This is an optimization exercise on Yosys and OpenROAD, whose aim is small area, not a production implementation. The RTL was checked by simulation tests, not by an equivalence proof against the original design. Power is estimated from default activity; no workload was simulated.

==> flow/design.v (excerpt) <==
module DE2_115_Project_Top (
    input  wire        CLOCK_50,
    input  wire        RST,       
    input  wire [3:0]  KEY,       
    input  wire [17:0] SW,
    output wire [7:0]  LCD_DATA,
    output wire        LCD_RS,
    output wire        LCD_RW,
    output wire        LCD_EN,
    output wire        LCD_ON,
    output wire        LCD_BLON
);
==> flow/config.mk <==
export PLATFORM = sky130hd
export DESIGN_NAME = DE2_115_Project_Top
export DESIGN_NICKNAME = DE2_115_Project_Top
export VERILOG_FILES = /design/flow/design.v
export SDC_FILE = /design/flow/constraint.sdc
export NUM_CORES = 4
export LEC_CHECK = 0
export CAP_MARGIN = 20
export CORE_MARGIN = 2
export CORE_UTILIZATION = 60
export CTS_BUF_LIST = sky130_fd_sc_hd__clkbuf_8
export CTS_CLUSTER_DIAMETER = 50
export CTS_CLUSTER_SIZE = 17
export SLEW_MARGIN = 20
==> flow/constraint.sdc <==
create_clock -name core_clock -period 20.0 [get_ports {CLOCK_50}]
set_input_delay 4.0000 -clock core_clock [delete_from_list [all_inputs] [get_ports {CLOCK_50}]]
set_output_delay 4.0000 -clock core_clock [all_outputs]
set_load 0.01 [all_outputs]
standard.sh (not shown) runs the stock make flow with config.mk's settings and CLKGATE_MAP_FILE= SYNTH_SCRIPT=/design/flow/synth_recipe.tcl, a recipe that flattens the netlist after the stock synthesis.
==> flow/flow/run.sh <==
#!/bin/bash
# Own layout flow: the standard flow, except that the combinational logic
# of the standard synthesis is re-mapped for area (registers untouched), the
# ports are buffered with the smallest buffer, and the clock tree uses
# clkbuf_8 clusters of at most 17 sinks without dummy loads.
# Each tool's output goes to its own log file here.
set -euo pipefail
R=orfs/results/${FLOW_PLATFORM}/DE2_115_Project_Top/base

# 1. the standard synthesis
bash standard.sh synth > 1_synth_standard.log 2>&1

# 2. re-map the combinational logic for area
cp $R/1_2_yosys.v 1_2_yosys_std.v
yosys -c flow/remap.tcl > 1_remap_yosys.log 2>&1
cp 1_2_yosys_remap.v $R/1_2_yosys.v
rm -f $R/1_synth.odb

# 3. the rest of the standard flow
bash standard.sh finish "BUFFER_PORTS_ARGS=-buffer_cell sky130_fd_sc_hd__buf_1" \
  "CTS_ARGS=-sink_clustering_enable -repair_clock_nets -buf_list sky130_fd_sc_hd__clkbuf_8 -sink_clustering_size 17 -sink_clustering_max_diameter 50 -dont_use_dummy_load" > 2_layout_standard.log 2>&1
==> flow/flow/abc_area.script <==
strash
&get -n
&deepsyn -T 30
&put
dch -f
map -a
topo
Other scripts of this flow, unchanged in this note and not shown: flow/flow/dont_use.txt, flow/flow/remap.tcl
Edit:
--- a/flow/flow/run.sh
+++ b/flow/flow/run.sh
@@ -3,5 +3,5 @@
 # of the standard synthesis is re-mapped for area (registers untouched), the
 # ports are buffered with the smallest buffer, and the clock tree uses
-# clkbuf_8 clusters of at most 17 sinks without dummy loads.
+# clkbuf_8 clusters of at most 18 sinks without dummy loads.
 # Each tool's output goes to its own log file here.
 set -euo pipefail
@@ -19,3 +19,3 @@
 # 3. the rest of the standard flow
 bash standard.sh finish "BUFFER_PORTS_ARGS=-buffer_cell sky130_fd_sc_hd__buf_1" \
-  "CTS_ARGS=-sink_clustering_enable -repair_clock_nets -buf_list sky130_fd_sc_hd__clkbuf_8 -sink_clustering_size 17 -sink_clustering_max_diameter 50 -dont_use_dummy_load" > 2_layout_standard.log 2>&1
+  "CTS_ARGS=-sink_clustering_enable -repair_clock_nets -buf_list sky130_fd_sc_hd__clkbuf_8 -sink_clustering_size 18 -sink_clustering_max_diameter 55 -dont_use_dummy_load" > 2_layout_standard.log 2>&1
==> flow/flow/abc_area.script (replaced) <==
strash
&get -n
&deepsyn -T 300
&put
dch -f
amap
topo
Settings changed: CTS_CLUSTER_DIAMETER 50 to 55, CTS_CLUSTER_SIZE 17 to 18.
Effect: Combinational power shrinks by a quarter to a third; routed wire length shrinks by a few percent; clock-buffer cell count shrinks by 1; hold slack got worse by 5.3 ps.
Edit:
--- a/flow/flow/run.sh
+++ b/flow/flow/run.sh
@@ -3,5 +3,5 @@
 # of the standard synthesis is re-mapped for area (registers untouched), the
 # ports are buffered with the smallest buffer, and the clock tree uses
-# clkbuf_8 clusters of at most 18 sinks without dummy loads.
+# clkbuf_8 clusters of at most 17 sinks without dummy loads.
 # Each tool's output goes to its own log file here.
 set -euo pipefail
@@ -19,3 +19,3 @@
 # 3. the rest of the standard flow
 bash standard.sh finish "BUFFER_PORTS_ARGS=-buffer_cell sky130_fd_sc_hd__buf_1" \
-  "CTS_ARGS=-sink_clustering_enable -repair_clock_nets -buf_list sky130_fd_sc_hd__clkbuf_8 -sink_clustering_size 18 -sink_clustering_max_diameter 55 -dont_use_dummy_load" > 2_layout_standard.log 2>&1
+  "CTS_ARGS=-sink_clustering_enable -repair_clock_nets -buf_list sky130_fd_sc_hd__clkbuf_8 -sink_clustering_size 17 -sink_clustering_max_diameter 50 -dont_use_dummy_load" > 2_layout_standard.log 2>&1
==> flow/flow/abc_area.script (replaced) <==
strash
&get -n
&deepsyn -T 120
&put
dch -f
amap
topo
Settings changed: CTS_CLUSTER_DIAMETER 55 to 50, CTS_CLUSTER_SIZE 18 to 17.
What happened: The changed run ran to the end with no violations; utilization climbs by 0.42 points; clock power climbs by about 4%; flip-flop and latch count is unchanged; combinational power climbs by about 70%; power climbs by 7.6%; sequential share of layout area drops by 0.45 points; final area climbs by about 0.64%; clock-buffer cell count climbs by 2; non-clock buffer count climbs by 2; final cell count climbs by about 1%.
Edit:
==> flow/flow/abc_area.script (replaced) <==
strash
dc2
resub -K 8
dch -f
map -a
topo
Result: Via count grows by about 16%; combinational power came out higher by about 9%; total power hardly moves; clock-buffer cell count goes up by 1; cell area climbs by 5.5%; clock power goes up by about 2%.

-- afterwards: timing with drivers on the ports --
The results above use ideal ports. As a check the final layouts listed here were re-extracted and re-timed, cells and wires unchanged. Step 1 sets driving cells, clkbuf_16 on the clock port and buf_2 on the other inputs (assumed; they add their load-dependent delay and slew). Step 2 times the ports against the registers' clock, not the clock port: input delays grow and output delays shrink by t, the midpoint of the rising clock arrivals with the driver on. a / b / c = ideal ports / drivers / drivers and shift; a / b = the first two.
| run | shift t [ns] | setup slack, ns | worst slew at a driven data input, ns |
|---|---|---|---|
| the first run | 0.560 | 12.965 / 12.979 / 12.419 | 0.05 |
| the second run | 0.564 | 13.211 / 13.228 / 12.664 | 0.05 |
| the third run | 0.570 | 13.082 / 13.099 / 12.529 | 0.05 |
| the fourth run | 0.570 | 13.100 / 13.110 / 12.540 | 0.04 |
After both steps every run listed still meets setup and hold. The setup slack of the fourth run, which loses most, moves by +0.010 ns with the drivers and by -0.560 ns with both steps.
